From an optimization exercise on the open Yosys and OpenROAD flow, aimed at small area; shortcuts taken in it are not production practice.
Where RTL was checked, it was by simulation tests only, not by an equivalence proof against the original.
For runs 5 and 6, only the layout was checked, not whether the RTL still works.
Power is estimated from default activity; no workload was simulated.

==> flow/design.v <==
module input_debounce(CLK, RESET, Btn, Btn_pulse);
input CLK;
input RESET;
input Btn;
output Btn_pulse;
localparam [10:0] FIRST = 11'd117;      
reg s;
reg P;
reg idle;
reg [10:0] C;
assign Btn_pulse = P;
wire last = (C[9] == 1'b0) && (C[7:0] == 8'b0011_0000);
wire go   = (Btn ^ s) & ~P;            
wire done = go & ~idle & last;         
always @(posedge CLK, posedge RESET)
begin
	if (RESET) begin
		s <= 1'b0;
		P <= 1'b0;
		idle <= 1'b1;
	end
	else begin
		if (done) s <= ~s;
		P <= done & ~s;
		idle <= ~go | done;
	end
end
always @(posedge CLK)
	C <= idle ? FIRST : {C[9:0], ~(C[10] ^ C[8])};
endmodule
module hvsync_generator(clk, reset, vga_h_sync, vga_v_sync, xb, xu, xr5, yb, yu, yr5);
input clk;
input reset;
output vga_h_sync, vga_v_sync;
output reg [3:0] xb;
output reg [3:0] xu;
output wire xr5;
output reg [3:0] yb;
output reg [3:0] yu;
output wire yr5;
reg [2:0] xr, yr;
reg vga_HS, vga_VS;
assign xr5 = xr[2] & ~xr[1];
assign yr5 = yr[2] & ~yr[1];
wire xr1 = ~xr[2] & xr[0] & ~xr[1];
wire yr1 = ~yr[2] & yr[0] & ~yr[1];
wire x_blk_end = xr5 && (xu == 4'd8);                
wire x_wrap    = x_blk_end && (xb == 4'd15);
wire x_800     = xr5 && (xu == 4'd7) && (xb == 4'd13);  
reg [3:0] xu_next;
always @(*) begin
	case (xu)
		4'd15: xu_next = 4'd0;
		4'd0:  xu_next = 4'd1;
		4'd1:  xu_next = 4'd2;
		4'd2:  xu_next = 4'd3;
		4'd3:  xu_next = 4'd7;
		4'd7:  xu_next = 4'd6;
		4'd6:  xu_next = 4'd5;
		4'd5:  xu_next = 4'd4;
		4'd4:  xu_next = 4'd8;
		default: xu_next = 4'd15;
	endcase
end
wire y_521     = yr1 && (yu == 4'd5) && (yb == 4'd9);
wire y_blk_end = yr5 && (yu == 4'd8);
wire y_wrap    = yr1 && (yu == 4'd3) && (yb == 4'd10);
always @(posedge clk)
begin
	if (reset) begin
		xb <= 4'd13; xu <= 4'd6; xr <= 3'b001;      
	end
	else begin
		xr <= {xr[1:0], (~xr[2] | ~xr[1]) & ~x_wrap};
		if (xr5) xu <= xu_next;
		if (x_blk_end) xb <= xb + 4'd1;
	end
end
always @(posedge clk)
begin
	if (reset) begin
		yb <= 4'd9; yu <= 4'd5; yr <= 3'b011;       
	end
	else if (y_521 || x_800) begin
		if (y_wrap) begin
			yb <= 4'd0; yu <= 4'd15; yr <= 3'b000;
		end
		else begin
			yr <= {yr[1:0], ~yr[2] | ~yr[1]};
			if (yr5) yu <= (yu == 4'd8) ? 4'd15 : yu + 4'd1;
			if (y_blk_end) yb <= yb + 4'd1;
		end
	end
end
always @(posedge clk)
begin
	vga_HS <= ((xb == 4'd10) && (xu == 4'd5 || xu == 4'd4 || xu == 4'd8)) || (xb == 4'd11)
	       || ((xb == 4'd12) && (xu == 4'd15 || xu <= 4'd3 || xu == 4'd7 || (xu == 4'd6 && xr1)));
	vga_VS <= ((yb == 4'd8) && (yu == 4'd8) && yr5) || ((yb == 4'd9) && (yu == 4'd15) && yr1);
end
assign vga_h_sync = ~vga_HS;
assign vga_v_sync = ~vga_VS;
endmodule
module display_interface(
	CLK, RESET,
	HSYNC, VSYNC, R, G, B,
	PIECE, CUR_SQ, NEXT_SQ, COL_END,
	CURSOR_ADDR, SELECT_ADDR, SELECT_EN
	);
input wire CLK, RESET;
output wire HSYNC, VSYNC;
output wire [2:0] R;
output wire [2:0] G;
output wire [1:0] B;
input wire [3:0] PIECE;
output wire [5:0] CUR_SQ;
output wire [5:0] NEXT_SQ;
output wire COL_END;
input wire [5:0] CURSOR_ADDR;
input wire [5:0] SELECT_ADDR;
input wire SELECT_EN;
wire [3:0] xb, yb, xu, yu;
wire xr5, yr5;
hvsync_generator syncgen(.clk(CLK), .reset(RESET),
	.vga_h_sync(HSYNC), .vga_v_sync(VSYNC),
	.xb(xb), .xu(xu), .xr5(xr5), .yb(yb), .yu(yu), .yr5(yr5));
wire [2:0] row = yb[2:0];
wire [2:0] col = xb[2:0];
assign CUR_SQ  = {row, col};
assign NEXT_SQ = {row, (xb[3] || col == 3'd7) ? 3'd0 : col + 3'd1};
assign COL_END = (xu == 4'd8) && xr5;       
reg art_bit;
always @(*) begin
	case ({PIECE[2:0], yu[2:0], xu[2:0]})
		9'o143, 9'o147, 9'o152, 9'o153, 9'o156, 9'o157, 9'o161, 9'o162,
		9'o163, 9'o165, 9'o166, 9'o167, 9'o171, 9'o172, 9'o173, 9'o175,
		9'o176, 9'o177:
			art_bit = 1'b1;
		9'o203, 9'o207, 9'o211, 9'o212, 9'o213, 9'o216, 9'o217, 9'o220,
		9'o221, 9'o222, 9'o223, 9'o225, 9'o226, 9'o227, 9'o230, 9'o231,
		9'o232, 9'o234, 9'o235, 9'o236, 9'o237, 9'o244, 9'o245, 9'o246,
		9'o253, 9'o254, 9'o255, 9'o256, 9'o257, 9'o262, 9'o263, 9'o264,
		9'o265, 9'o266, 9'o267, 9'o271, 9'o272, 9'o273, 9'o275, 9'o276,
		9'o277:
			art_bit = 1'b1;
		9'o313, 9'o317, 9'o322, 9'o323, 9'o326, 9'o327, 9'o332, 9'o333,
		9'o336, 9'o337, 9'o343, 9'o347, 9'o353, 9'o357, 9'o362, 9'o363,
		9'o366, 9'o367, 9'o370, 9'o371, 9'o372, 9'o374, 9'o375, 9'o376:
			art_bit = 1'b1;
		9'o411, 9'o413, 9'o415, 9'o417, 9'o421, 9'o422, 9'o423, 9'o425,
		9'o426, 9'o427, 9'o432, 9'o433, 9'o436, 9'o437, 9'o443, 9'o447,
		9'o453, 9'o457, 9'o462, 9'o463, 9'o466, 9'o467, 9'o471, 9'o472,
		9'o473, 9'o475, 9'o476, 9'o477:
			art_bit = 1'b1;
		9'o511, 9'o513, 9'o514, 9'o516, 9'o521, 9'o523, 9'o524, 9'o526,
		9'o531, 9'o533, 9'o534, 9'o536, 9'o541, 9'o543, 9'o544, 9'o546,
		9'o551, 9'o552, 9'o553, 9'o554, 9'o555, 9'o556, 9'o557, 9'o561,
		9'o562, 9'o563, 9'o564, 9'o565, 9'o566, 9'o567, 9'o571, 9'o572,
		9'o573, 9'o574, 9'o575, 9'o576, 9'o577:
			art_bit = 1'b1;
		9'o603, 9'o607, 9'o611, 9'o612, 9'o613, 9'o615, 9'o616, 9'o617,
		9'o623, 9'o627, 9'o633, 9'o637, 9'o642, 9'o643, 9'o646, 9'o647,
		9'o651, 9'o652, 9'o653, 9'o655, 9'o656, 9'o657, 9'o661, 9'o662,
		9'o663, 9'o665, 9'o666, 9'o667, 9'o672, 9'o673, 9'o676, 9'o677:
			art_bit = 1'b1;
		default: art_bit = 1'b0;
	endcase
end
wire in_board = ~xb[3] && ~yb[3] && !(col == 3'd7 && COL_END) && !(row == 3'd7 && yu == 4'd8 && yr5);
wire border = (xu == 4'd15) || (xu == 4'd8) || (xu == 4'd4 && xr5)
           || (yu == 4'd15) || (yu == 4'd8) || (yu == 4'd7 && yr5);
wire dark = row[0] ^ col[0];
localparam C_OUT = 3'd7, C_DARK = 3'd3, C_LIGHT = 3'd5, C_BLACK = 3'd0, C_WHITE = 3'd1, C_CURSOR = 3'd2, C_SEL = 3'd4;
reg [2:0] code;
reg [2:0] code_next;
always @(*) begin
	if (RESET || !in_board) code_next = C_OUT;
	else if (border) begin
		if (CURSOR_ADDR == CUR_SQ) code_next = C_CURSOR;
		else if (SELECT_EN && SELECT_ADDR == CUR_SQ) code_next = C_SEL;
		else code_next = dark ? C_DARK : C_LIGHT;
	end
	else if (art_bit) code_next = PIECE[3] ? C_BLACK : C_WHITE;
	else code_next = dark ? C_DARK : C_LIGHT;
end
always @(posedge CLK) code <= code_next;
reg [7:0] color;
always @(*) begin
	case (code)
		C_DARK:   color = 8'b101_000_00;
		C_LIGHT:  color = 8'b111_110_10;
		C_BLACK:  color = 8'b001_001_01;
		C_WHITE:  color = 8'b111_111_11;
		C_CURSOR: color = 8'b000_000_11;
		C_SEL:    color = 8'b111_000_00;
		default:  color = 8'b000_000_00;
	endcase
end
assign R = color[7:5];
assign G = color[4:2];
assign B = color[1:0];
endmodule
module game_logic(
	CLK, RESET,
	BtnL, BtnU, BtnR, BtnD, BtnC,
	cursor_contents, cursor_stale, ahead_empty,
	cursor_addr, selected_addr, sel_piece, sel_empty, dest_addr,
	state, player_to_move, move_is_legal
	);
input wire CLK, RESET;
input wire BtnL, BtnU, BtnR, BtnD, BtnC;
input wire [3:0] cursor_contents;
input wire cursor_stale;  
input wire ahead_empty;   
output reg [5:0] cursor_addr;
output reg [5:0] selected_addr;
output reg [3:0] sel_piece;
output reg [5:0] dest_addr;
output reg [2:0] state;
output wire move_is_legal;
localparam PIECE_NONE   = 3'b000;
localparam PIECE_PAWN   = 3'b001;
localparam PIECE_KNIGHT = 3'b010;
localparam PIECE_BISHOP = 3'b011;
localparam PIECE_ROOK   = 3'b100;
localparam PIECE_QUEEN  = 3'b101;
localparam PIECE_KING   = 3'b110;
localparam COLOR_WHITE  = 0;
localparam COLOR_BLACK  = 1;
localparam INITIAL = 3'b000,
	PIECE_SEL = 3'b001, PIECE_MOVE = 3'b010,
	WRITE_NEW_PIECE = 3'b011, ERASE_OLD_PIECE = 3'b100;
output reg player_to_move;
output reg sel_empty;
wire [2:0] sel_type = sel_empty ? PIECE_NONE : sel_piece[2:0];
wire cur_own = (cursor_contents[3] == player_to_move) && (cursor_contents[2:0] != PIECE_NONE);
always @(posedge CLK, posedge RESET) begin
	if (RESET) begin
		state <= INITIAL;
		player_to_move <= COLOR_WHITE;
		cursor_addr <= 6'b110_100;
	end
	else begin
		case (state)
			INITIAL: state <= PIECE_SEL;
			PIECE_SEL:
				if (BtnC && cur_own) state <= PIECE_MOVE;
			PIECE_MOVE:
				if (BtnC) begin
					if (!cur_own && legal) state <= WRITE_NEW_PIECE;
					else if (!cur_own) state <= PIECE_SEL;
				end
			WRITE_NEW_PIECE: state <= ERASE_OLD_PIECE;
			ERASE_OLD_PIECE: begin
				state <= PIECE_SEL;
				player_to_move <= ~player_to_move;
			end
			default: ;
		endcase
		if      (BtnL && cursor_addr[2:0] != 3'b000) cursor_addr[2:0] <= cursor_addr[2:0] - 3'd1;
		else if (BtnR && cursor_addr[2:0] != 3'b111) cursor_addr[2:0] <= cursor_addr[2:0] + 3'd1;
		else if (BtnU && cursor_addr[5:3] != 3'b000) cursor_addr[5:3] <= cursor_addr[5:3] - 3'd1;
		else if (BtnD && cursor_addr[5:3] != 3'b111) cursor_addr[5:3] <= cursor_addr[5:3] + 3'd1;
	end
end
always @(posedge CLK) begin
	if (state == INITIAL) begin
		selected_addr <= 6'd0;
		sel_piece <= {1'b1, PIECE_ROOK};
		sel_empty <= 1'b0;
	end
	else begin
		if ((state == PIECE_SEL || state == PIECE_MOVE) && BtnC && cur_own) begin
			selected_addr <= cursor_addr;
			sel_piece <= cursor_contents;
			sel_empty <= 1'b0;
		end
		if (state == ERASE_OLD_PIECE) sel_empty <= 1'b1;
	end
	if (state == PIECE_MOVE) dest_addr <= cursor_addr;
end
wire [2:0] cr = cursor_addr[5:3], cc = cursor_addr[2:0];
wire [2:0] sr = selected_addr[5:3], sc = selected_addr[2:0];
wire [3:0] dh = {1'b0, cc} - {1'b0, sc};
wire [3:0] dv = {1'b0, cr} - {1'b0, sr};
wire [2:0] h_delta = (dh[2:0] ^ {3{dh[3]}}) + {2'b0, dh[3]};
wire [2:0] v_delta = (dv[2:0] ^ {3{dv[3]}}) + {2'b0, dv[3]};
wire dest_empty = (cursor_contents[2:0] == PIECE_NONE);
reg legal;
always @(*) begin
	case (sel_type)
		PIECE_PAWN:
			if (cursor_stale)
				legal = 1'b0;
			else if (player_to_move == COLOR_WHITE)
				legal = (cr < sr) && (
					  (v_delta == 3'd2 && h_delta == 3'd0 && sr == 3'b110 && dest_empty && ahead_empty)
					|| (v_delta == 3'd1 && h_delta == 3'd0 && dest_empty)
					|| (v_delta == 3'd1 && h_delta == 3'd1 && cursor_contents[3] == COLOR_BLACK && !dest_empty));
			else
				legal = (cr > sr) && (
					  (v_delta == 3'd2 && h_delta == 3'd0 && sr == 3'b001 && dest_empty && ahead_empty)
					|| (v_delta == 3'd1 && h_delta == 3'd0 && dest_empty)
					|| (v_delta == 3'd1 && h_delta == 3'd1 && cursor_contents[3] == COLOR_WHITE && !dest_empty));
		PIECE_ROOK:   legal = (h_delta == 3'd0 || v_delta == 3'd0);
		PIECE_QUEEN:  legal = (h_delta == 3'd0 || v_delta == 3'd0 || h_delta == v_delta);
		PIECE_KING:   legal = (h_delta <= 3'd1) && (v_delta <= 3'd1);
		PIECE_BISHOP: legal = (h_delta == v_delta);
		PIECE_KNIGHT: legal = (h_delta == 3'd2 && v_delta == 3'd1) || (v_delta == 3'd2 && h_delta == 3'd1);
		default:      legal = 1'b0;
	endcase
end
assign move_is_legal = legal && (state != INITIAL);
endmodule
`timescale 1ns / 1ps
module chess_top( MemOE, MemWR, RamCS, FlashCS, QuadSpiFlashCS,
		ClkPort,
		BtnL, BtnU, BtnD, BtnR, BtnC,
		Sw0,
		vga_hsync, vga_vsync,
		vga_r0, vga_r1, vga_r2,
		vga_g0, vga_g1, vga_g2,
		vga_b0, vga_b1,
		Ld0, Ld1, Ld2, Ld3, Ld4
	);
input		Sw0;
input		BtnL, BtnU, BtnD, BtnR, BtnC;
input		ClkPort;
output wire	MemOE, MemWR, RamCS, FlashCS, QuadSpiFlashCS;
assign MemOE = 1'b0;
assign MemWR = 1'b0;
assign RamCS = 1'b0;
assign FlashCS = 1'b0;
assign QuadSpiFlashCS = 1'b0;
output wire vga_hsync, vga_vsync;
output wire vga_r0, vga_r1, vga_r2;
output wire vga_g0, vga_g1, vga_g2;
output wire vga_b0, vga_b1;
output wire Ld0, Ld1, Ld2, Ld3, Ld4;
wire Reset = Sw0;
wire[2:0] vga_r;
wire[2:0] vga_g;
wire[1:0] vga_b;
assign vga_r0 = vga_r[2]; assign vga_r1 = vga_r[1]; assign vga_r2 = vga_r[0];
assign vga_g0 = vga_g[2]; assign vga_g1 = vga_g[1]; assign vga_g2 = vga_b[0];
assign vga_b0 = vga_b[1]; assign vga_b1 = vga_b[0];
wire BtnC_pulse, BtnU_pulse, BtnR_pulse, BtnL_pulse, BtnD_pulse;
input_debounce L_debounce(.CLK(ClkPort), .RESET(Reset), .Btn(BtnL), .Btn_pulse(BtnL_pulse));
input_debounce R_debounce(.CLK(ClkPort), .RESET(Reset), .Btn(BtnR), .Btn_pulse(BtnR_pulse));
input_debounce U_debounce(.CLK(ClkPort), .RESET(Reset), .Btn(BtnU), .Btn_pulse(BtnU_pulse));
input_debounce D_debounce(.CLK(ClkPort), .RESET(Reset), .Btn(BtnD), .Btn_pulse(BtnD_pulse));
input_debounce C_debounce(.CLK(ClkPort), .RESET(Reset), .Btn(BtnC), .Btn_pulse(BtnC_pulse));
function [3:0] init_piece;
	input [5:0] sq;
	reg [2:0] back;
	begin
		case (sq[2:0])
			3'd0, 3'd7: back = 3'd4;
			3'd1, 3'd6: back = 3'd2;
			3'd2, 3'd5: back = 3'd3;
			3'd3:       back = 3'd5;
			default:    back = 3'd6;
		endcase
		case (sq[5:3])
			3'd0: init_piece = {1'b1, back};
			3'd1: init_piece = 4'b1001;
			3'd6: init_piece = 4'b0001;
			3'd7: init_piece = {1'b0, back};
			default: init_piece = 4'b0000;
		endcase
	end
endfunction
wire [5:0] cursor_addr, selected_addr, dest_addr;
wire [3:0] sel_piece;
wire sel_empty;
wire [2:0] logic_state;
wire [3:0] cursor_contents;
reg ahead_empty;
wire player_is_black;
game_logic logic_module(
	.CLK(ClkPort), .RESET(Reset),
	.BtnL(BtnL_pulse), .BtnU(BtnU_pulse), .BtnR(BtnR_pulse), .BtnD(BtnD_pulse), .BtnC(BtnC_pulse),
	.cursor_contents(cursor_contents), .cursor_stale(pend_dest && cursor_addr == dest_addr),
	.ahead_empty(ahead_empty),
	.cursor_addr(cursor_addr), .selected_addr(selected_addr),
	.sel_piece(sel_piece), .sel_empty(sel_empty), .dest_addr(dest_addr),
	.state(logic_state), .player_to_move(player_is_black), .move_is_legal(Ld4));
assign { Ld3, Ld2, Ld1, Ld0 } = { 1'b0, logic_state };
wire st_initial = (logic_state == 3'd0);
wire st_write   = (logic_state == 3'd3);
wire st_erase   = (logic_state == 3'd4);
reg [255:0] ring;            
reg [5:0] phase;             
reg init_pending;
reg pend_dest;               
wire [3:0] slot0  = ring[3:0];
wire [3:0] slot32 = ring[131:128];
wire absorb_dest = pend_dest && (phase == dest_addr);
wire absorb_src  = sel_empty && (phase == selected_addr);
reg [3:0] head_in;           
always @(*) begin
	if (init_pending) head_in = init_piece(phase);
	else if (absorb_dest) head_in = sel_piece;
	else if (absorb_src) head_in = 4'b0000;
	else head_in = slot0;
end
always @(posedge ClkPort) begin
	ring <= {head_in, ring[255:4]};
	phase <= st_initial ? 6'd0 : phase + 6'd1;
	init_pending <= st_initial | (init_pending & (phase != 6'd63));
	pend_dest <= ~st_initial & (st_write | (pend_dest & ~absorb_dest));
end
function [1:0] mod3;
	input [2:0] v;
	case (v)
		3'd0, 3'd3, 3'd6: mod3 = 2'd0;
		3'd1, 3'd4, 3'd7: mod3 = 2'd1;
		default:          mod3 = 2'd2;
	endcase
endfunction
reg [3:0] box [0:8];
wire [3:0] head_dr = {1'b0, phase[5:3]} - {1'b0, cursor_addr[5:3]};
wire [3:0] head_dc = {1'b0, phase[2:0]} - {1'b0, cursor_addr[2:0]};
wire head_near = (head_dr == 4'd0 || head_dr == 4'd1 || head_dr == 4'd15)
              && (head_dc == 4'd0 || head_dc == 4'd1 || head_dc == 4'd15);
always @(posedge ClkPort)
	if (head_near) box[mod3(phase[5:3]) * 3 + mod3(phase[2:0])] <= head_in;
assign cursor_contents = box[mod3(cursor_addr[5:3]) * 3 + mod3(cursor_addr[2:0])];
wire [5:0] ahead_sq = {(player_is_black ? 3'd2 : 3'd5), selected_addr[2:0]};
always @(posedge ClkPort)
	if (phase == ahead_sq) ahead_empty <= (head_in[2:0] == 3'b000);
wire [5:0] cur_sq, next_sq;
wire col_end;
reg [3:0] dcur, dnext;
wire next_any  = (next_sq[4:0] == phase[4:0]);      
wire next_head = next_any && (next_sq[5] == phase[5]);
wire cur_is_dest = (cur_sq == dest_addr);
wire cur_is_src  = (cur_sq == selected_addr);
always @(posedge ClkPort) begin
	if (next_any) dnext <= next_head ? head_in : slot32;
	if (col_end) dcur <= next_head ? head_in : dnext;
	else if (absorb_dest && cur_is_dest) dcur <= sel_piece;
	else if (absorb_src && cur_is_src) dcur <= 4'b0000;
end
reg [3:0] disp_piece;
always @(*) begin
	if (pend_dest && cur_sq == dest_addr) disp_piece = sel_piece;
	else if (sel_empty && cur_sq == selected_addr) disp_piece = 4'b0000;
	else disp_piece = dcur;
end
display_interface display_interface(
	.CLK(ClkPort), .RESET(Reset),
	.HSYNC(vga_hsync), .VSYNC(vga_vsync),
	.R(vga_r), .G(vga_g), .B(vga_b),
	.PIECE(disp_piece), .CUR_SQ(cur_sq), .NEXT_SQ(next_sq), .COL_END(col_end),
	.CURSOR_ADDR(cursor_addr), .SELECT_ADDR(selected_addr),
	.SELECT_EN(logic_state == 3'd2));
endmodule
==> flow/flow/run.sh <==
#!/bin/bash
bash standard.sh BUFFER_PORTS_ARGS="-buffer_cell sky130_fd_sc_hd__buf_1" CTS_ARGS="-sink_clustering_enable -repair_clock_nets -buf_list sky130_fd_sc_hd__clkbuf_8 -sink_clustering_size 20 -sink_clustering_max_diameter 70" finish > standard.log 2>&1
==> flow/standard.sh <==
#!/bin/bash
# synth_recipe.tcl (not shown) runs the flow's synth.tcl, then flattens the netlist and writes it again
# the make line also repeats each setting of config.mk as NAME=value (left out here)
make -C /OpenROAD-flow-scripts/flow DESIGN_CONFIG=/design/flow/config.mk WORK_HOME=/design/flow/orfs CLKGATE_MAP_FILE= SYNTH_SCRIPT=/design/flow/synth_recipe.tcl "${@:-finish}"
==> flow/config.mk <==
export PLATFORM = sky130hd
export DESIGN_NAME = chess_top
export DESIGN_NICKNAME = chess_top
export VERILOG_FILES = /design/flow/design.v
export SDC_FILE = /design/flow/constraint.sdc
export NUM_CORES = 8
export LEC_CHECK = 0
export CAP_MARGIN = 20
export CORE_MARGIN = 2
export CORE_UTILIZATION = 60
export CTS_BUF_LIST = sky130_fd_sc_hd__clkbuf_16
export CTS_CLUSTER_DIAMETER = 90
export CTS_CLUSTER_SIZE = 26
export PLACE_DENSITY = 0.75
export SLEW_MARGIN = 20
==> flow/constraint.sdc <==
create_clock -name core_clock -period 10.0 [get_ports {ClkPort}]
set_input_delay 2.0000 -clock core_clock [delete_from_list [all_inputs] [get_ports {ClkPort}]]
set_output_delay 2.0000 -clock core_clock [all_outputs]
set_load 0.01 [all_outputs]
==> results of run 1 <==
critical path: stages (launching register included):
cell and delay (ns):
dfrtp_1 0.64, inv_1 0.18, ha_1 0.22, a21o_1 0.18, a2111oi_0 0.72, ha_1 0.36, ha_1 0.19, inv_1 0.06
fa_1 0.53, mux4_2 0.33, mux2_2 0.28, mux2i_2 0.19, xor2_1 0.11, nor4_1 0.27, a21o_1 0.14, a31oi_1 0.07
nor2_1 0.13, buf_1 0.16
cell usage after synthesis, types with 5 or more instances:
library cell / count
a211oi_1: 6
a21o_1: 5
a21oi_1: 30
a31oi_1: 8
buf_2: 5
buf_4: 9
clkbuf_1: 33
dfrtp_1: 17
dfstp_2: 8
dfxtp_1: 357
edfxtp_1: 51
fa_1: 7
ha_1: 53
inv_1: 44
mux2_2: 9
mux2i_1: 36
mux4_2: 5
nand2_1: 77
nand2b_1: 23
nand3_1: 25
nand4_1: 12
nor2_1: 72
nor2b_1: 43
nor3_1: 21
nor4_1: 10
nor4b_1: 6
o211ai_1: 8
o21a_1: 6
o21ai_0: 41
or2_2: 22
or4_1: 6
xnor2_1: 42
xor2_1: 37
worst paths after layout:
check | cells after the start | to | startpoint
min in group asynchronous | 2 | U_debounce.s | Sw0
worst min-delay path | 0 | ring[65] | ring[69]
worst min register to register | 0 | ring[65] | ring[69]
worst max-delay path | 17 | Ld4 | logic_module.cursor_addr[1]
worst max register to register | 16 | logic_module.selected_addr[1] | logic_module.cursor_addr[1]
max in group asynchronous | 3 | logic_module.cursor_addr[2] | Sw0
final cells by class:
type / instances / area, µm²
Clock buffer: 27 / 371.6
Timing Repair Buffer: 24 / 105.1
Tap cell: 324 / 405.4
Multi-Input combinational cell: 688 / 4918
Fill cell: 1834 / 8731
Sequential cell: 433 / 9314
Clock inverter: 17 / 158.9
Inverter: 46 / 172.7
stage by stage:
stage	hold slack [ns]	cell area (µm²)	total power, W	cells	setup WS (ns)
floorplan	0.3096	14690	0.002173	1220	3.977
global placement	0.3100	14910	0.002246	1515	3.300
detailed placement	0.3121	14910	0.002254	1515	3.217
finish	0.3223	15450	0.003063	1559	2.636
global route	0.3352	15450	0.003203	1559	2.182
CTS	0.3285	15440	0.003089	1559	2.511
where the power goes:
| part | internal [W] | total (W) | switching [W] |
|---|---|---|---|
| registers | 0.00185 | 0.00191 | 0.0000682 |
| clock network | 0.000316 | 0.000840 | 0.000524 |
| logic | 0.000128 | 0.000308 | 0.000180 |
| total | 0.00229 | 0.00306 | 0.000772 |
sequential cells by signal, summed over array words and instances (netlist names), 11 cells and up:
register	cells
ring	256
U_debounce.C	11
L_debounce.C	11
C_debounce.C	11
R_debounce.C	11
box	36
D_debounce.C	11
layer usage:
layer | vias up | track usage
met5 | - | 0
met4 | 0 | 0.07084
met3 | 51 | 0.02893
met2 | 171 | 0.2987
met1 | 3865 | 0.2676
li1 | 4113 | -
layout by cell type, fill, tap and decap left out, types with 4 or more instances in the layout:
cell	n
dfrtp_1	17
buf_1	20
a21oi_1	30
inv_1	54
nand4_1	12
nand2b_1	23
nor4_1	10
a211o_1	4
clkbuf_8	27
buf_4	4
dfstp_2	8
or2_2	22
a211oi_1	6
nand2_1	77
or4_1	6
dfxtp_1	357
fa_1	7
xnor2_1	42
mux2_2	9
o211ai_1	8
nand3b_1	4
nor3_1	21
nor4b_1	6
xor2_1	37
a21o_1	5
o21a_1	6
nor2b_1	43
nand3_1	25
mux2i_1	36
edfxtp_1	51
nor2_1	72
o21ai_0	40
mux4_2	5
conb_1	6
ha_1	53
a31oi_1	8
and2_1	4
cells by family (layout without fill, tap and decap cells):
kind of cell | Yosys count | in the layout | synth area share
buffers and inverters | 99 | 114 | 0.03147
multiplexers | 53 | 53 | 0.04238
other | 1 | 6 | 0.0002556
AND/OR/NAND/NOR | 347 | 347 | 0.1247
AO/OA/AOI/OAI | 143 | 143 | 0.06447
adder cells (fa/ha/maj) | 60 | 60 | 0.05475
flip-flops | 433 | 433 | 0.6348
XOR/XNOR | 79 | 79 | 0.04716
==> key figures, run 1 <==
Finish
  • Area growth syn-to-layout: 5.279%
  • Layout cells sized above 1: 0.07854
  • Ant. Diodes: 0
  • Nets: 1287
  • Finished Core Util: 0.6389

Detailed routing
  • Routed Antenna Nets: 0
  • DR vias: 8200
  • DR iter-0 viols: 543
  • DR vias/cell: 5.260
  • Met3 wire length: 1031 µm
  • DR pass1 iterations: 5
  • Wirelength per Cell: 15.33 µm
  • Uppermost routed layer: met4
  • WL final: 23900 µm
  • DRC Markers: 0
  • Met1 wire length: 11550 µm
  • Met2 Wirelength: 10530 µm

CTS
  • Clock buffer depth: 3
  • Cts hold-fix bufs: 0
  • TritonCTS clock tree: done
  • H-tree depth: 1
  • Clock latency on the worst-skew pair: 0.62 ns
  • Clock tree root buffer cell: clkbuf_8
  • Setup repair bufs after CTS: 0
  • Clk sinks: 433
  • Clock slew at reported path FFs: 0.11 ns
  • Count of cells resized by post-cts repair: 0
  • CTS buffer count: 27

Synthesis
  • Post-Synthesis Cells: 1215
  • Post-synthesis async set-or-reset flop share: 0.05774
  • Netlist cell types: 82
  • Mean Syn Cell Area: 12.08 µm²
  • Yosys top cell area share: 0.4871
  • Most used flip-flop cell after synthesis: dfxtp_1
  • Sequential fraction of the synthesis area: 0.6348
  • Synth Register Bits: 433
  • Mapped cell area: 14670 µm²
  • Yosys warnings: 5
  • Yosys top cell by area: dfxtp_1
  • Post-synth EDFFs: 51
  • Area contributors post-synth: dfxtp_1 (49%), edfxtp_1 (10%), ha_1 (4.5%), dfrtp_1 (2.9%), xnor2_1 (2.5%)

Timing
  • Slew at the pin with the worst max-slew slack: 0.9243 ns
  • Post-route clock skew: 0.02476 ns
  • F_max: 135.8 MHz
  • Final setup viols: 0
  • Hold Vio Cnt, Final: 0
  • RSZ-0062 raised after global routing: no
  • Slew margin rel.: 0.3781
  • Pins Over Slew Limit: 0
  • Min cycle time layout: 7.364 ns
  • Tcrit/Tclk final: 0.7364
  • Setup TNS: 0 ns

Global route
  • First-pass GRT wire length: 39730 µm
  • Total grt overflow: 0
  • Largest net degree at the start of global routing: 23
  • Initial antenna violation count: 0
  • GRT Util Overall: 0.1893
  • Vias in the first global route: 7961

Floorplan
  • Die span in y: 160.4 µm
  • Die width: 160.4 µm
  • Row cnt: 57
  • Initial core utilization: 0.6068
  • Ports: 27
  • Area of the die: 25720 µm²
  • Core area: 24180 µm²

Setup path
  • Crit path kind: register to primary output
  • CP startpoint kind: register
  • Arrival @ worst endpoint: 5.36 ns
  • Flop-to-flop setup slack: 5.02 ns
  • Crit Path Max Fanout: 11
  • Setup crit end kind: primary output
  • Worst Path Required: 8.00 ns

Job
  • Maximum capacitance violations: 0

Place
  • Routability congestion estimate: 0.8543
  • HPWL Detailed: 16110 µm
  • Port Buf Inserts: 20

Outcome
  • Status: finished clean

Power and ir drop
  • Pleak: 6.329 nW
  • Pwr Density: 198.3 nW/µm²
  • Peak supply drop: 0.1960 mV

Min path
  • Worst min-delay path category: register to register
==> inputs of run 2 (changes only) <==
==> flow/flow/run.sh (replaced) <==
#!/bin/bash
bash standard.sh BUFFER_PORTS_ARGS="-buffer_cell sky130_fd_sc_hd__buf_1" CTS_ARGS="-sink_clustering_enable -repair_clock_nets -buf_list sky130_fd_sc_hd__clkbuf_16 -sink_clustering_buffer sky130_fd_sc_hd__clkbuf_8 -sink_clustering_size 16 -sink_clustering_max_diameter 60" finish > standard.log 2>&1
==> key figures, run 2 <==
CTS
  • H-tree depth: 2
  • Cts hold-fix bufs: 0
  • Clk sinks: 433
  • CTS buffer count: 35
  • Clock slew at reported path FFs: 0.10 ns
  • TritonCTS clock tree: done
  • Clock buffer depth: 3
  • Setup repair bufs after CTS: 0
  • Clock latency on the worst-skew pair: 0.50 ns
  • Count of cells resized by post-cts repair: 0
  • Clock tree root buffer cell: clkbuf_16

Finish
  • Area growth syn-to-layout: 6.353%
  • Commonest non-fill, non-tap cell in the layout: dfxtp_1
  • Post-Layout Cell Count: 1572
  • Finished Core Util: 0.6454
  • Commonest non-fill, non-tap cells in the layout: dfxtp_1 (357), nand2_1 (77), nor2_1 (72)
  • Nets: 1295
  • Max reg flops: 256
  • Fill count: 1816
  • Ant. Diodes: 0
  • Layout cells sized above 1: 0.08574
  • Top reg by flops: ring

Setup path
  • Cells on worst reg2reg path: 16
  • Worst Path Required: 8.00 ns
  • Reg-to-reg endpoint: logic_module.sel_piece[2]
  • Startpoint of the worst register-to-register path: logic_module.cursor_addr[1]
  • Setup crit end kind: primary output
  • CP Capture Point: Ld4
  • Crit Path Max Fanout: 11
  • Flop-to-flop setup slack: 4.95 ns
  • Crit path kind: register to primary output
  • CP startpoint kind: register
  • Arrival @ worst endpoint: 5.31 ns
  • Critical path startpoint: logic_module.cursor_addr[1]

Timing
  • Pins Over Slew Limit: 0
  • Tcrit/Tclk final: 0.7305
  • Final setup viols: 0
  • Min cycle time layout: 7.305 ns
  • F_max: 136.9 MHz
  • Slew at the pin with the worst max-slew slack: 0.9078 ns
  • Hold Vio Cnt, Final: 0
  • Slew margin rel.: 0.3892
  • Post-route clock skew: 0.01485 ns
  • Setup TNS: 0 ns
  • RSZ-0062 raised after global routing: no

Synthesis
  • Post-Synthesis Cells: 1215
  • Mapped cell area: 14670 µm²
  • Sequential fraction of the synthesis area: 0.6348
  • Post-synth EDFFs: 51
  • Complex-gate fraction of the synthesized area: 0.06447
  • Area contributors post-synth: dfxtp_1 (49%), edfxtp_1 (10%), ha_1 (4.5%), dfrtp_1 (2.9%), xnor2_1 (2.5%)
  • Post-synthesis async set-or-reset flop share: 0.05774
  • Top-count cell post-synth: dfxtp_1
  • Yosys warnings: 5
  • Largest family of logic cells by synthesized area: simple AND/OR/NAND/NOR gates
  • Synth Register Bits: 433
  • Synth top cells by count: dfxtp_1 (357), nand2_1 (77), nor2_1 (72)
  • Most used flip-flop cell after synthesis: dfxtp_1
  • Yosys top cell area share: 0.4871
  • Mean Syn Cell Area: 12.08 µm²
  • Netlist cell types: 82
  • Post-Synth Adder-Cell Area: 0.05475
  • Post-synthesis mux area share: 0.04238
  • Yosys top cell by area: dfxtp_1
  • Simple-Gate Fraction of Synth Area: 0.1247
  • Synth Area in XOR/XNOR: 0.04716

Place
  • Dpl cells: 1515
  • Port Buf Inserts: 20
  • HPWL Detailed: 16110 µm
  • Routability congestion estimate: 0.8543

Detailed routing
  • WL final: 24200 µm
  • DR vias: 8257
  • DR pass1 iterations: 5
  • Wirelength per Cell: 15.39 µm
  • Uppermost routed layer: met4
  • Routed Antenna Nets: 0
  • Met1 wire length: 11770 µm
  • Met2 Wirelength: 10580 µm
  • DR vias/cell: 5.253
  • DR iter-0 viols: 560
  • Met3 wire length: 977 µm
  • DRC Markers: 0

Global route
  • Total grt overflow: 0
  • Largest net degree at the start of global routing: 23
  • First-pass GRT wire length: 40140 µm
  • Vias in the first global route: 8087
  • GRT Util Overall: 0.1926
  • Initial antenna violation count: 0

Floorplan
  • Die width: 160.4 µm
  • Core area: 24180 µm²
  • Initial core utilization: 0.6068
  • Die span in y: 160.4 µm
  • Area of the die: 25720 µm²
  • Ports: 27
  • Row cnt: 57

Power and ir drop
  • Pleak: 6.420 nW
  • Pwr Density: 203.6 nW/µm²
  • Peak supply drop: 0.1768 mV

Outcome
  • Status: finished clean

Min path
  • Hold Path Origin: ring[104]
  • Worst min-delay path category: register to register

Job
  • Maximum capacitance violations: 0
-- run 2: changes by cell type in the layout (fill, tap and decap cells not counted), sizes merged --
cell	previous run	this run
inv	58	62
clkinv	3	5
bufinv	2	0
clkbuf	27	36
-- run 2: how the worst min path moves through the flow --
stage | cells after the start | slack [ns] | endpoint
6_report | 0 | 0.32 | ring[100]
4_1_cts | 0 | 0.32 | ring[150]
2_1_floorplan | 0 | 0.31 | ring[0]
3_5_place_dp | 0 | 0.31 | ring[212]
3_3_place_gp | 0 | 0.31 | ring[130]
5_1_grt | 0 | 0.33 | ring[165]
-- run 2: power breakdown --
| group | total (W) | switching [W] | leakage [nW] | internal (W) |
|---|---|---|---|---|
| Combinational | 0.000308 | 0.000180 | 2.32 | 0.000128 |
| Sequential | 0.00191 | 0.0000685 | 3.70 | 0.00185 |
| Clock | 0.000954 | 0.000551 | 0.396 | 0.000403 |
| Total | 0.00318 | 0.000799 | 6.42 | 0.00238 |
-- run 2: metrics by stage --
stage	hold slack [ns]	worst slack (ns)	instance area [µm²]	total power, W
after detailed placement	0.3121	3.217	14910	0.002254
final	0.3236	2.695	15600	0.003176
after global placement	0.3100	3.300	14910	0.002246
after floorplan	0.3096	3.977	14690	0.002173
after CTS	0.3245	2.657	15600	0.003206
after global routing	0.3262	2.315	15600	0.003326
-- run 2: worst max-delay path, cell delays in order, from the launching register on --
cell and delay (ns):
dfrtp_1 0.55, ha_1 0.29, ha_1 0.19, a21o_1 0.16, a2111oi_0 0.78, ha_1 0.36, ha_1 0.19, inv_1 0.06
fa_1 0.52, mux4_2 0.33, mux2_2 0.28, mux2i_2 0.20, xor2_1 0.11, nor4_1 0.27, a21o_1 0.14, a31oi_1 0.07
nor2_1 0.13, buf_1 0.16
-- run 2: kinds of logic after synthesis --
family / Yosys count
other: 1
AND/OR/NAND/NOR: 347
multiplexers: 53
buffers and inverters: 99
XOR/XNOR: 79
flip-flops: 433
adder cells (fa/ha/maj): 60
AO/OA/AOI/OAI: 143
-- run 2: metal layers --
metal / up-vias / track usage
met3: 54 / 0.03306
met1: 3900 / 0.2680
li1: 4133 / -
met2: 170 / 0.3009
met5: - / 0
met4: 0 / 0.08272
-- run 2: area by class of cell --
class | instances | area, µm² | share of cell area
Multi-Input combinational cell | 688 | 4918 | 0.3152
Timing Repair Buffer | 24 | 105.1 | 0.006736
Clock inverter | 21 | 125.1 | 0.008019
Tap cell | 324 | 405.4 | 0.02598
Clock buffer | 36 | 563.0 | 0.03608
Inverter | 46 | 172.7 | 0.01107
Sequential cell | 433 | 9314 | 0.5969
==> inputs of run 3 (changes only) <==
==> flow/flow/run.sh (replaced) <==
#!/bin/bash
bash standard.sh BUFFER_PORTS_ARGS="-buffer_cell sky130_fd_sc_hd__buf_1" CTS_ARGS="-sink_clustering_enable -repair_clock_nets -buf_list sky130_fd_sc_hd__clkbuf_4 -sink_clustering_size 10 -sink_clustering_max_diameter 40" finish > standard.log 2>&1
==> key figures, run 3 <==
Synthesis
  • Area contributors post-synth: dfxtp_1 (49%), edfxtp_1 (10%), ha_1 (4.5%), dfrtp_1 (2.9%), xnor2_1 (2.5%)
  • Post-synth EDFFs: 51
  • Yosys warnings: 5
  • Yosys top cell area share: 0.4871
  • Post-synthesis async set-or-reset flop share: 0.05774
  • Sequential fraction of the synthesis area: 0.6348
  • Synth top cells by count: dfxtp_1 (357), nand2_1 (77), nor2_1 (72)
  • Synth Register Bits: 433
  • Mean Syn Cell Area: 12.08 µm²
  • Yosys top cell by area: dfxtp_1
  • Most used flip-flop cell after synthesis: dfxtp_1
  • Top-count cell post-synth: dfxtp_1
  • Mapped cell area: 14670 µm²
  • Post-Synthesis Cells: 1215
  • Netlist cell types: 82

CTS
  • TritonCTS clock tree: done
  • Count of cells resized by post-cts repair: 0
  • Clock buffer depth: 3
  • Clock tree root buffer cell: clkbuf_4
  • Clk sinks: 433
  • H-tree depth: 2
  • Clock slew at reported path FFs: 0.11 ns
  • Setup repair bufs after CTS: 0
  • Clock latency on the worst-skew pair: 0.71 ns
  • Cts hold-fix bufs: 0
  • CTS buffer count: 55

Global route
  • Largest net degree at the start of global routing: 23
  • Vias in the first global route: 8243
  • First-pass GRT wire length: 40270 µm
  • GRT Util Overall: 0.1929
  • Total grt overflow: 0
  • Initial antenna violation count: 1

Setup path
  • Crit Path Max Fanout: 11
  • Setup crit end kind: primary output
  • CP max-delay cell: a2111oi_0
  • Crit path kind: register to primary output
  • Arrival @ worst endpoint: 5.52 ns
  • CP cell instances: inv_1 > ha_1 > a21o_1 > a2111oi_0 > ha_1 > ha_1 > inv_1 > fa_1 > mux4_2 > mux2_2 > mux2i_2 > xor2_1 > nor4_1 > a21o_1 > a31oi_1 > nor2_1 > buf_1
  • CP max stage delay: 0.79 ns
  • Worst Path Required: 8.00 ns
  • CP startpoint kind: register
  • Top cell by count, worst path: ha_1

Floorplan
  • Row cnt: 57
  • Initial core utilization: 0.6068
  • Core area: 24180 µm²
  • Area of the die: 25720 µm²
  • Die width: 160.4 µm
  • Die span in y: 160.4 µm
  • Ports: 27

Finish
  • Commonest non-fill, non-tap cells in the layout: dfxtp_1 (357), nand2_1 (77), nor2_1 (72)
  • Nets: 1315
  • Area growth syn-to-layout: 6.200%
  • Area of the multi-input gates: 4918 µm²
  • Commonest non-fill, non-tap cell in the layout: dfxtp_1
  • Post-Layout Cell Count: 1604
  • Fill count: 1851
  • Layout cells sized above 1: 0.1158
  • Max reg flops: 256
  • Top reg by flops: ring
  • Sequential cell area: 9314 µm²

Place
  • Routability congestion estimate: 0.8543
  • Port Buf Inserts: 20
  • Dpl cells: 1515
  • HPWL Detailed: 16110 µm
  • Pre-CTS WS: 3.217 ns

Detailed routing
  • Met2 Wirelength: 10690 µm
  • DR iter-0 viols: 506
  • DRC Markers: 0
  • DR pass1 iterations: 8
  • WL final: 24070 µm
  • DR vias: 8378
  • Wirelength per Cell: 15.00 µm
  • DR vias/cell: 5.223
  • Met3 wire length: 965 µm
  • Routed Antenna Nets: 0
  • Met1 wire length: 11660 µm
  • Uppermost routed layer: met4

Timing
  • Slew margin rel.: 0.3841
  • Post-route clock skew: 0.03491 ns
  • Pins Over Slew Limit: 0
  • Setup TNS: 0 ns
  • RSZ-0062 raised after global routing: no
  • Min cycle time layout: 7.517 ns
  • F_max: 133.0 MHz
  • Hold Worst Slack: 0.3139 ns
  • Tcrit/Tclk final: 0.7517
  • Slew at the pin with the worst max-slew slack: 0.9154 ns
  • Hold Vio Cnt, Final: 0
  • Setup ws final: 2.483 ns
  • Final setup viols: 0

Power and ir drop
  • Peak supply drop: 0.1521 mV
  • Pwr Density: 201.2 nW/µm²
  • Pleak: 6.401 nW

Job
  • Maximum capacitance violations: 0

Outcome
  • Status: finished clean

Min path
  • Worst min-delay path category: register to register
run 3: cell types whose count changed in the layout (fill, tap and decap cells not counted), moves of 2 or more:
cell,change
clkbuf_4,+69
clkbuf_8,-30
inv_1,-12
clkbuf_16,-6
clkinvlp_4,+5
inv_8,-4
clkinv_2,+3
diode_2,+2
inv_4,+2
run 3: area by class of cell:
cell class	count	area share
sequential	433	0.5978
multi-input combinational	688	0.3157
clock buffer	69	0.03325
tap	324	0.02602
inverter	46	0.01108
clock inverter	18	0.009154
timing repair buffer	24	0.006745
antenna	2	0.0003212
run 3: cells by family after synthesis:
kind of cell / count (synthesis) / synth area share
AOI/OAI and AO/OA: 143 / 0.06447
xor gates and xnor gates: 79 / 0.04716
adders and majority gates: 60 / 0.05475
buffers and inverters: 99 / 0.03147
DFF: 433 / 0.6348
muxes: 53 / 0.04238
other: 1 / 0.0002556
and+or+nand+nor: 347 / 0.1247
run 3: per-stage QoR:
stage	total power [W]	area [µm²]	utilization
after floorplan	0.002173	14690	-
after detailed placement	0.002254	14910	0.6168
after global routing	0.003298	15580	0.6445
final	0.003134	15580	0.6445
after global placement	0.002246	14910	0.6168
after CTS	0.003171	15570	0.6441
run 3: worst paths after layout:
check | start | to | slack, ns | cells after the start
worst max register to register | logic_module.cursor_addr[1] | logic_module.sel_piece[2] | 4.92 | 16
min in group asynchronous | Sw0 | L_debounce.s | 1.57 | 2
worst min register to register | ring[25] | ring[21] | 0.31 | 0
max in group asynchronous | Sw0 | logic_module.cursor_addr[5] | 7.71 | 3
worst max-delay path | logic_module.cursor_addr[1] | Ld4 | 2.48 | 17
worst min-delay path | ring[25] | ring[21] | 0.31 | 0
run 3: report_power, final:
part           internal, W  switching, W  total, W
Sequential         0.00185     0.0000682   0.00191
Clock             0.000359      0.000553  0.000912
Combinational     0.000128      0.000179  0.000308
run 3: critical path: cells and delay by family (launching register included):
kind	cells	cell delay [ns]
compound gates	4	1.18
flops	1	0.64
simple gates	2	0.39
mux	3	0.80
buf+inv	3	0.40
fa+ha+maj	4	1.29
xor+xnor	1	0.11
run 3: metal layers:
layer / track usage / vias to the layer above
li1: - / 4213
met1: 0.2630 / 3969
met2: 0.3022 / 148
met3: 0.04003 / 48
met4: 0.08231 / 0
met5: 0 / -
==> inputs of run 4 (changes only) <==
==> flow/flow/run.sh (replaced) <==
#!/bin/bash
bash standard.sh BUFFER_PORTS_ARGS="-buffer_cell sky130_fd_sc_hd__buf_1" CTS_ARGS="-sink_clustering_enable -repair_clock_nets -buf_list sky130_fd_sc_hd__clkbuf_8 -sink_clustering_size 16 -sink_clustering_max_diameter 60" finish > standard.log 2>&1
==> key figures, run 4 <==
Outcome
  • Status: finished clean

Setup path
  • Flop-to-flop setup slack: 4.96 ns
  • CP max-delay cell: a2111oi_0
  • Crit Path Max Fanout: 11
  • Cells on worst reg2reg path: 16
  • CP cell instances: ha_1 > ha_1 > a21o_1 > a2111oi_0 > ha_1 > ha_1 > inv_1 > fa_1 > mux4_2 > mux2_2 > mux2i_2 > xor2_1 > nor4_1 > a21o_1 > a31oi_1 > nor2_1 > buf_1
  • Startpoint of the worst register-to-register path: logic_module.cursor_addr[1]
  • CP max stage delay: 0.78 ns
  • Setup crit end kind: primary output
  • Critical path startpoint: logic_module.cursor_addr[1]
  • CP startpoint kind: register
  • Arrival @ worst endpoint: 5.35 ns
  • Reg-to-reg endpoint: logic_module.selected_addr[0]
  • CP Buf/Inv Count: 2
  • Top cell by count, worst path: ha_1
  • Cell family with most CP delay: adder cells
  • Worst Path Required: 8.00 ns
  • Crit path kind: register to primary output
  • Crit path depth: 17

Finish
  • Fill count: 1831
  • Nets: 1295
  • Top reg by flops: ring
  • Layout cells sized above 1: 0.08654
  • Area growth syn-to-layout: 5.918%
  • Commonest non-fill, non-tap cells in the layout: dfxtp_1 (357), nand2_1 (77), nor2_1 (72)
  • Max reg flops: 256
  • Ant. Diodes: 0
  • Commonest non-fill, non-tap cell in the layout: dfxtp_1

Detailed routing
  • Wirelength per Cell: 15.26 µm
  • DR vias/cell: 5.252
  • DR iter-0 viols: 513
  • DR vias: 8256
  • DRC Markers: 0
  • WL final: 23990 µm
  • DR pass1 iterations: 5
  • Routed Antenna Nets: 0

Timing
  • Slew at the pin with the worst max-slew slack: 0.9151 ns
  • Pins Over Slew Limit: 0
  • RSZ-0062 raised after global routing: no
  • F_max: 136.0 MHz
  • Setup TNS: 0 ns
  • Tcrit/Tclk final: 0.7352
  • Slew margin rel.: 0.3843
  • Final setup viols: 0
  • Post-route clock skew: 0.02480 ns
  • Min cycle time layout: 7.352 ns
  • Setup ws final: 2.648 ns
  • Hold Vio Cnt, Final: 0

Floorplan
  • Core area: 24180 µm²
  • Initial core utilization: 0.6068
  • Die width: 160.4 µm
  • Row cnt: 57
  • Ports: 27
  • Die span in y: 160.4 µm
  • Area of the die: 25720 µm²

CTS
  • Clock buffer depth: 3
  • Cts hold-fix bufs: 0
  • Clock latency on the worst-skew pair: 0.56 ns
  • H-tree depth: 2
  • Clk sinks: 433
  • CTS buffer count: 35
  • Clock slew at reported path FFs: 0.09 ns
  • Count of cells resized by post-cts repair: 0
  • Clock tree root buffer cell: clkbuf_8
  • TritonCTS clock tree: done
  • Setup repair bufs after CTS: 0

Place
  • Pre-CTS WS: 3.217 ns
  • Routability congestion estimate: 0.8543
  • HPWL Detailed: 16110 µm
  • Port Buf Inserts: 20

Synthesis
  • Yosys top cell by area: dfxtp_1
  • Sequential fraction of the synthesis area: 0.6348
  • Yosys top cell area share: 0.4871
  • Post-synthesis mux area share: 0.04238
  • Yosys warnings: 5
  • Top-count cell post-synth: dfxtp_1
  • Simple-Gate Fraction of Synth Area: 0.1247
  • Post-synthesis async set-or-reset flop share: 0.05774
  • Mapped cell area: 14670 µm²
  • Synth top cells by count: dfxtp_1 (357), nand2_1 (77), nor2_1 (72)
  • Post-synth EDFFs: 51
  • Mean Syn Cell Area: 12.08 µm²
  • Complex-gate fraction of the synthesized area: 0.06447
  • Synth Area in XOR/XNOR: 0.04716
  • Area contributors post-synth: dfxtp_1 (49%), edfxtp_1 (10%), ha_1 (4.5%), dfrtp_1 (2.9%), xnor2_1 (2.5%)
  • Post-Synth Adder-Cell Area: 0.05475
  • Most used flip-flop cell after synthesis: dfxtp_1
  • Largest family of logic cells by synthesized area: simple AND/OR/NAND/NOR gates
  • Post-Synthesis Cells: 1215
  • Netlist cell types: 82
  • Synth Register Bits: 433

Global route
  • Total grt overflow: 0
  • GRT Util Overall: 0.1908
  • Largest net degree at the start of global routing: 23
  • Initial antenna violation count: 0
  • First-pass GRT wire length: 39870 µm
  • Vias in the first global route: 8043

Min path
  • Hold path cells: 0
  • Worst min-delay path category: register to register
  • Hold Path Origin: ring[169]
  • Hold worst-path end: ring[165]

Power and ir drop
  • Peak supply drop: 0.1760 mV
  • Pleak: 6.388 nW
  • Pwr Density: 200.5 nW/µm²

Job
  • Maximum capacitance violations: 0
[run 4: cell counts after synthesis]
No cell type changed its count.
[run 4: cells by family (layout without fill, tap and decap cells)]
logic type,after synthesis,in the layout
and+or+nand+nor,347,347
adders and majority gates,60,60
xor gates and xnor gates,79,79
buffers and inverters,99,127
other,1,6
AOI/OAI and AO/OA,143,143
DFF,433,433
muxes,53,53
[run 4: how the worst max path moves through the flow]
stage	end
after floorplan	Ld4
final	Ld4
after global routing	Ld4
after global placement	Ld4
after CTS	Ld4
after detailed placement	Ld4
[run 4: final cells by class]
type	count	area [µm²]	area share
clock buffer	36	495.5	0.03188
multi-input combinational	688	4918	0.3165
sequential	433	9314	0.5994
inverter	46	172.7	0.01111
tap	324	405.4	0.02609
timing repair buffer	24	105.1	0.006763
clock inverter	21	128.9	0.008293
[run 4: power breakdown]
part	internal [W]	leakage [nW]	switching, W
Sequential	0.00185	3.70	0.0000680
Clock	0.000350	0.364	0.000544
Combinational	0.000128	2.32	0.000180
[run 4: per-stage QoR]
stage / area [µm²] / total power (W) / hold WS, ns / util / std cells
floorplan: 14690 / 0.002173 / 0.3096 / - / 1220
global placement: 14910 / 0.002246 / 0.3100 / 0.6168 / 1515
detailed placement: 14910 / 0.002254 / 0.3121 / 0.6168 / 1515
CTS: 15540 / 0.003145 / 0.3152 / 0.6426 / 1572
global route: 15540 / 0.003265 / 0.3257 / 0.6428 / 1572
finish: 15540 / 0.003115 / 0.3214 / 0.6428 / 1572
[run 4: per-layer routing]
layer / vias to the layer above / wire length [µm] / part of all wire / global-route usage
li1: 4139 / - / - / -
met1: 3894 / 11730 / 0.49 / 0.2664
met2: 168 / 10550 / 0.44 / 0.2999
met3: 55 / 973 / 0.041 / 0.03280
met4: 0 / 735 / 0.031 / 0.07617
met5: - / 0 / 0 / 0
[run 4: worst reg2reg max path, stage by stage, from the launching register on]
cell and delay [ns]:
dfrtp_1 0.55, ha_1 0.29, ha_1 0.20, a21o_1 0.16, a2111oi_0 0.78, ha_1 0.36, ha_1 0.19, inv_1 0.06
fa_1 0.52, mux4_2 0.33, mux2_2 0.28, mux2i_2 0.20, xor2_1 0.21, nand2b_1 0.14, nand3b_4 0.35, mux2i_1 0.25
nor2_1 0.05
==> inputs of run 5 (changes only) <==
--- a/flow/design.v
+++ b/flow/design.v
@@ -381,5 +381,5 @@
 	.CLK(ClkPort), .RESET(Reset),
 	.BtnL(BtnL_pulse), .BtnU(BtnU_pulse), .BtnR(BtnR_pulse), .BtnD(BtnD_pulse), .BtnC(BtnC_pulse),
-	.cursor_contents(cursor_contents), .cursor_stale(pend_dest && cursor_addr == dest_addr),
+	.cursor_contents(cursor_contents), .cursor_stale(pend_dest && cursor_addr[3] == dest_addr[3] && cursor_addr[0] == dest_addr[0]),
 	.ahead_empty(ahead_empty),
 	.cursor_addr(cursor_addr), .selected_addr(selected_addr),
==> flow/flow/run.sh (replaced) <==
#!/bin/bash
# Standard layout, with the port buffers made from the smallest buffer cell.
bash standard.sh BUFFER_PORTS_ARGS="-buffer_cell sky130_fd_sc_hd__buf_1" finish > standard.log 2>&1
==> key figures, run 5 <==
Setup path
  • CP Buf/Inv Count: 3
  • Worst Path Required: 8.00 ns
  • CP cell instances: inv_1 > ha_1 > and2_0 > a211oi_1 > nand2_1 > ha_1 > ha_1 > inv_1 > fa_1 > mux4_2 > mux2i_1 > or3_1 > a221oi_1 > a211oi_1 > nor2_1 > buf_1
  • Critical path startpoint: logic_module.cursor_addr[4]
  • Cell family with most CP delay: adder cells
  • Crit Path Max Fanout: 9
  • Setup crit end kind: primary output
  • Crit path kind: register to primary output
  • CP max-delay cell: dfstp_2
  • Arrival @ worst endpoint: 5.06 ns
  • Top cell by count, worst path: ha_1
  • CP max stage delay: 0.69 ns
  • Startpoint of the worst register-to-register path: logic_module.cursor_addr[4]
  • CP startpoint kind: register

CTS
  • Count of cells resized by post-cts repair: 0
  • Cts hold-fix bufs: 0
  • Clock slew at reported path FFs: 0.11 ns
  • Clock tree root buffer cell: clkbuf_16
  • Setup repair bufs after CTS: 0
  • CTS buffer count: 20
  • H-tree depth: 1
  • Clock latency on the worst-skew pair: 0.54 ns
  • Clk sinks: 433
  • TritonCTS clock tree: done
  • Clock buffer depth: 3

Synthesis
  • Netlist cell types: 80
  • Yosys top cell by area: dfxtp_1
  • Mapped cell area: 14700 µm²
  • Post-Synthesis Cells: 1233
  • Yosys top cell area share: 0.4863
  • Post-synth EDFFs: 51
  • Synth Register Bits: 433
  • Synth top cells by count: dfxtp_1 (357), nor2_1 (77), nand2_1 (72)
  • Area contributors post-synth: dfxtp_1 (49%), edfxtp_1 (10%), ha_1 (4.5%), dfrtp_1 (2.9%), xnor2_1 (2.9%)
  • Mean Syn Cell Area: 11.92 µm²
  • Sequential fraction of the synthesis area: 0.6337
  • Post-synthesis async set-or-reset flop share: 0.05774
  • Most used flip-flop cell after synthesis: dfxtp_1
  • Top-count cell post-synth: dfxtp_1
  • Yosys warnings: 5

Floorplan
  • Area of the die: 25760 µm²
  • Core area: 24180 µm²
  • Die span in y: 160.5 µm
  • Initial core utilization: 0.6079
  • Die width: 160.5 µm
  • Row cnt: 57
  • Ports: 27

Finish
  • Top reg by flops: ring
  • Max reg flops: 256
  • Commonest non-fill, non-tap cell in the layout: dfxtp_1
  • Commonest non-fill, non-tap cells in the layout: dfxtp_1 (357), nor2_1 (77), nand2_1 (72)
  • Ant. Diodes: 0
  • Layout cells sized above 1: 0.05887
  • Nets: 1298
  • Area growth syn-to-layout: 5.781%

Detailed routing
  • DR iter-0 viols: 673
  • DRC Markers: 0
  • DR vias/cell: 5.418
  • DR vias: 8473
  • WL final: 25280 µm
  • Wirelength per Cell: 16.17 µm
  • DR pass1 iterations: 5
  • Routed Antenna Nets: 0

Timing
  • Hold Worst Slack: 0.3199 ns
  • Slew margin rel.: 0.3059
  • Hold Vio Cnt, Final: 0
  • Setup TNS: 0 ns
  • Final setup viols: 0
  • Min cycle time layout: 7.063 ns
  • F_max: 141.6 MHz
  • Slew at the pin with the worst max-slew slack: 1.033 ns
  • Tcrit/Tclk final: 0.7063
  • Post-route clock skew: 0.01651 ns
  • RSZ-0062 raised after global routing: no
  • Pins Over Slew Limit: 0

Min path
  • Worst min-delay path category: register to register
  • Hold Path Origin: ring[14]

Power and ir drop
  • Pwr Density: 212.2 nW/µm²
  • Peak supply drop: 0.1414 mV
  • Pleak: 6.283 nW

Job
  • Maximum capacitance violations: 0

Place
  • Routability congestion estimate: 0.9278
  • HPWL Detailed: 17100 µm
  • Port Buf Inserts: 20

Global route
  • Vias in the first global route: 8088
  • Largest net degree at the start of global routing: 34
  • GRT Util Overall: 0.1978
  • Total grt overflow: 0
  • Initial antenna violation count: 0
  • First-pass GRT wire length: 41480 µm

Outcome
  • Status: finished clean
run 5: cell count changes in the layout (fill, tap and decap cells not counted), sizes merged, moves of 4 or more:
cell	delta
nor3b	+4
nor3	+6
nand2b	-8
nand3	-4
and3	+7
nor2	+5
inv	-4
xor2	-9
xnor2	+6
clkbuf	-15
nand2	-5
and3b	+4
run 5: final timing paths:
| check | to | slack, ns | depth (start not counted) |
|---|---|---|---|
| max | Ld4 | 2.94 | 16 |
| min | ring[10] | 0.32 | 0 |
| max reg2reg | logic_module.sel_piece[0] | 4.78 | 15 |
| min reg2reg | ring[10] | 0.32 | 0 |
| max in group asynchronous | L_debounce.idle | 7.74 | 3 |
| min in group asynchronous | R_debounce.s | 1.88 | 3 |
run 5: worst reg2reg max path: cells and delay by family, from the launching register on:
kind                     cells  cell delay, ns
buffers and inverters        2            0.19
multiplexers                 3            1.12
AO/OA/AOI/OAI                1            0.35
adder cells (fa/ha/maj)      4            1.32
AND/OR/NAND/NOR              5            1.45
flip-flops                   1            0.69
run 5: kinds of logic after synthesis:
logic type / Yosys count / share of synthesized area
multiplexers: 49 / 0.03806
XOR/XNOR: 76 / 0.04529
other: 1 / 0.0002552
AND/OR/NAND/NOR: 353 / 0.1268
buffers and inverters: 102 / 0.03022
flip-flops: 433 / 0.6337
AO/OA/AOI/OAI: 159 / 0.07100
adder cells (fa/ha/maj): 60 / 0.05466
run 5: layout make-up:
type / instances / area (µm²)
Sequential cell: 433 / 9314
Fill cell: 1842 / 8631
Multi-Input combinational cell: 703 / 4964
Tap cell: 324 / 405.4
Inverter: 50 / 187.7
Clock buffer: 21 / 525.5
Clock inverter: 10 / 52.55
Timing Repair Buffer: 23 / 97.59
run 5: metal layers:
| metal | vias to the layer above | track usage | part of all wire |
|---|---|---|---|
| met3 | 54 | 0.02531 | 0.042 |
| met2 | 203 | 0.3154 | 0.45 |
| met1 | 4039 | 0.2796 | 0.47 |
| met5 | - | 0 | 0 |
| li1 | 4177 | - | - |
| met4 | 0 | 0.07289 | 0.035 |
run 5: report_power, final:
| part | switching, W | total [W] | internal (W) |
|---|---|---|---|
| logic | 0.000238 | 0.000395 | 0.000157 |
| clock network | 0.000509 | 0.000894 | 0.000385 |
| registers | 0.0000943 | 0.00201 | 0.00192 |
run 5: through the flow:
stage	utilization	cells	area, µm²	worst slack, ns	power (W)
after floorplan	-	1238	14720	4.106	0.002315
after global placement	0.6188	1533	14960	3.582	0.002420
after detailed placement	0.6191	1533	14970	3.520	0.002438
after CTS	0.6430	1564	15550	2.933	0.003316
after global routing	0.6430	1564	15550	2.545	0.003443
final	0.6430	1564	15550	2.937	0.003298
==> inputs of run 6 (changes only) <==
--- a/flow/config.mk
+++ b/flow/config.mk
@@ -8,8 +8,8 @@
 export CAP_MARGIN = 20
 export CORE_MARGIN = 2
-export CORE_UTILIZATION = 60
+export CORE_UTILIZATION = 70
 export CTS_BUF_LIST = sky130_fd_sc_hd__clkbuf_16
 export CTS_CLUSTER_DIAMETER = 90
 export CTS_CLUSTER_SIZE = 26
-export PLACE_DENSITY = 0.75
+export PLACE_DENSITY = 0.9
 export SLEW_MARGIN = 20
==> key figures, run 6 <==
CTS
  • Count of cells resized by post-cts repair: 0
  • TritonCTS clock tree: done
  • Clk sinks: 433
  • Clock latency on the worst-skew pair: 0.55 ns
  • CTS buffer count: 20
  • Clock tree root buffer cell: clkbuf_16
  • Cts hold-fix bufs: 0
  • Setup repair bufs after CTS: 0
  • Clock buffer depth: 3
  • Clock slew at reported path FFs: 0.10 ns
  • H-tree depth: 1

Timing
  • Final setup viols: 0
  • Hold Vio Cnt, Final: 0
  • Post-route clock skew: 0.02234 ns
  • F_max: 140.3 MHz
  • Setup TNS: 0 ns
  • Slew at the pin with the worst max-slew slack: 1.055 ns
  • Slew margin rel.: 0.2912
  • Pins Over Slew Limit: 0
  • Min cycle time layout: 7.127 ns
  • Tcrit/Tclk final: 0.7127
  • RSZ-0062 raised after global routing: no

Floorplan
  • Die width: 148.9 µm
  • Die span in y: 148.9 µm
  • Initial core utilization: 0.7058
  • Row cnt: 53
  • Ports: 27
  • Core area: 20820 µm²
  • Area of the die: 22170 µm²

Synthesis
  • Mean Syn Cell Area: 11.92 µm²
  • Synth top cells by count: dfxtp_1 (357), nor2_1 (77), nand2_1 (72)
  • Netlist cell types: 80
  • Yosys top cell area share: 0.4863
  • Post-synthesis async set-or-reset flop share: 0.05774
  • Area contributors post-synth: dfxtp_1 (49%), edfxtp_1 (10%), ha_1 (4.5%), dfrtp_1 (2.9%), xnor2_1 (2.9%)
  • Top-count cell post-synth: dfxtp_1
  • Synth Register Bits: 433
  • Post-synth EDFFs: 51
  • Sequential fraction of the synthesis area: 0.6337
  • Mapped cell area: 14700 µm²
  • Yosys top cell by area: dfxtp_1
  • Post-Synthesis Cells: 1233
  • Most used flip-flop cell after synthesis: dfxtp_1
  • Yosys warnings: 5

Detailed routing
  • WL final: 26230 µm
  • DR vias: 8701
  • DR vias/cell: 5.747
  • Routed Antenna Nets: 0
  • DR iter-0 viols: 499
  • DR pass1 iterations: 5
  • Wirelength per Cell: 17.32 µm
  • DRC Markers: 0

Finish
  • Commonest non-fill, non-tap cells in the layout: dfxtp_1 (357), nor2_1 (77), nand2_1 (72)
  • Nets: 1297
  • Max reg flops: 256
  • Ant. Diodes: 0
  • Commonest non-fill, non-tap cell in the layout: dfxtp_1
  • Layout cells sized above 1: 0.05811
  • Area growth syn-to-layout: 5.372%
  • Sequential cell area: 9314 µm²
  • Final instance area: 15490 µm²
  • Area of the multi-input gates: 4970 µm²
  • Finished Core Util: 0.7437
  • Top reg by flops: ring
  • Fill count: 1363

Global route
  • First-pass GRT wire length: 43160 µm
  • Vias in the first global route: 8637
  • Initial antenna violation count: 0
  • Total grt overflow: 0
  • Largest net degree at the start of global routing: 29
  • GRT Util Overall: 0.2448

Setup path
  • Worst Path Required: 8.00 ns
  • Crit path kind: register to primary output
  • Flop-to-flop setup slack: 4.82 ns
  • Setup crit end kind: primary output
  • Arrival @ worst endpoint: 5.13 ns
  • CP startpoint kind: register
  • Crit Path Max Fanout: 10

Place
  • HPWL Detailed: 17780 µm
  • Routability congestion estimate: 0.9140
  • DP Area: 14900 µm²
  • Port Buf Inserts: 20

Min path
  • Worst min-delay path category: register to register

Power and ir drop
  • Pleak: 6.274 nW
  • Pwr Density: 213.8 nW/µm²
  • Peak supply drop: 0.1687 mV

Outcome
  • Status: finished clean

Job
  • Maximum capacitance violations: 0
-- run 6: cell counts after synthesis --
Identical to the previous run, type by type.
-- run 6: power breakdown --
group	leakage [nW]	internal [W]	switching [W]
combinational	2.26	0.000155	0.000246
sequential	3.70	0.00192	0.0000967
clock	0.308	0.000394	0.000504
total	6.27	0.00247	0.000847
-- run 6: cell families after synthesis --
| group | share of synthesized area |
|---|---|
| AO/OA/AOI/OAI | 0.07100 |
| other | 0.0002552 |
| multiplexers | 0.03806 |
| XOR/XNOR | 0.04529 |
| flip-flops | 0.6337 |
| buffers and inverters | 0.03022 |
| adder cells (fa/ha/maj) | 0.05466 |
| AND/OR/NAND/NOR | 0.1268 |
-- run 6: per-stage QoR --
| stage | total power, W | std cells | hold slack [ns] | setup slack, ns |
|---|---|---|---|---|
| after floorplan | 0.002315 | 1238 | 0.3096 | 4.106 |
| after global placement | 0.002406 | 1483 | 0.3106 | 3.601 |
| after detailed placement | 0.002437 | 1483 | 0.3121 | 3.486 |
| after CTS | 0.003325 | 1514 | 0.3289 | 2.885 |
| after global routing | 0.003440 | 1514 | 0.3364 | 2.574 |
| final | 0.003312 | 1514 | 0.3165 | 2.873 |
-- run 6: final timing paths --
kind	start	endpoint	cells after the start
worst max-delay path	logic_module.cursor_addr[1]	Ld4	15
worst min-delay path	ring[155]	ring[151]	0
worst max register to register	logic_module.cursor_addr[4]	logic_module.selected_addr[2]	15
worst min register to register	ring[155]	ring[151]	0
max in group asynchronous	Sw0	L_debounce.idle	3
min in group asynchronous	Sw0	R_debounce.s	2
-- run 6: area by class of cell --
cell class	count	area share
Sequential cell	433	0.6014
Multi-Input combinational cell	703	0.3209
Clock buffer	20	0.03232
Tap cell	275	0.02222
Inverter	50	0.01212
Timing Repair Buffer	22	0.005817
Clock inverter	11	0.005171
-- run 6: routing by layer --
| metal | routed length (µm) | global-route usage |
|---|---|---|
| met4 | 1065 | 0.1043 |
| met1 | 10840 | 0.3039 |
| met2 | 12830 | 0.4279 |
| met5 | 0 | 0 |
| met3 | 1493 | 0.03700 |
-- run 6: worst max-delay path, cell delays in order (launching register included) --
cell and delay, ns:
dfrtp_1 0.55, ha_1 0.29, ha_1 0.19, a21o_1 0.16
a2111oi_0 0.49, ha_1 0.32, ha_1 0.20, inv_1 0.07
fa_1 0.52, mux4_2 0.39, mux2i_2 0.07, or3_1 0.40
a221oi_1 0.32, a211oi_1 0.15, nor2_1 0.26, buf_1 0.19

[what the ideal ports hide]
Ports are ideal in the flow. The routed layouts listed here were re-timed in OpenROAD.
Step 1 sets driving cells, clkbuf_16 on the clock port and buf_2 on the other inputs (assumed; they add their load-dependent delay and slew).
Step 2 also shifts input and output timing later by t, the mid clock arrival at the registers, as if the neighbouring blocks saw the same clock.
Three values: ideal, step 1, step 2; two values: the first two.
run	t, ns	setup WS [ns]	worst setup path at the end	clock arrival spread, ns	worst slew at a driven data input, ns
run 1	0.655	2.636 / 2.591 / 3.245	register to output	0.026 / 0.025	0.04
run 2	0.548	2.695 / 2.643 / 3.192	register to output	0.016 / 0.015	0.04
run 3	0.734	2.483 / 2.443 / 3.177	register to output	0.036 / 0.036	0.04
run 4	0.591	2.648 / 2.603 / 3.194	register to output	0.027 / 0.028	0.04
run 5	0.574	2.937 / 2.890 / 3.464	register to output	0.022 / 0.022	0.03
run 6	0.578	2.873 / 2.828 / 3.406	register to output	0.028 / 0.028	0.04
After both steps setup and hold are still met in every run listed.
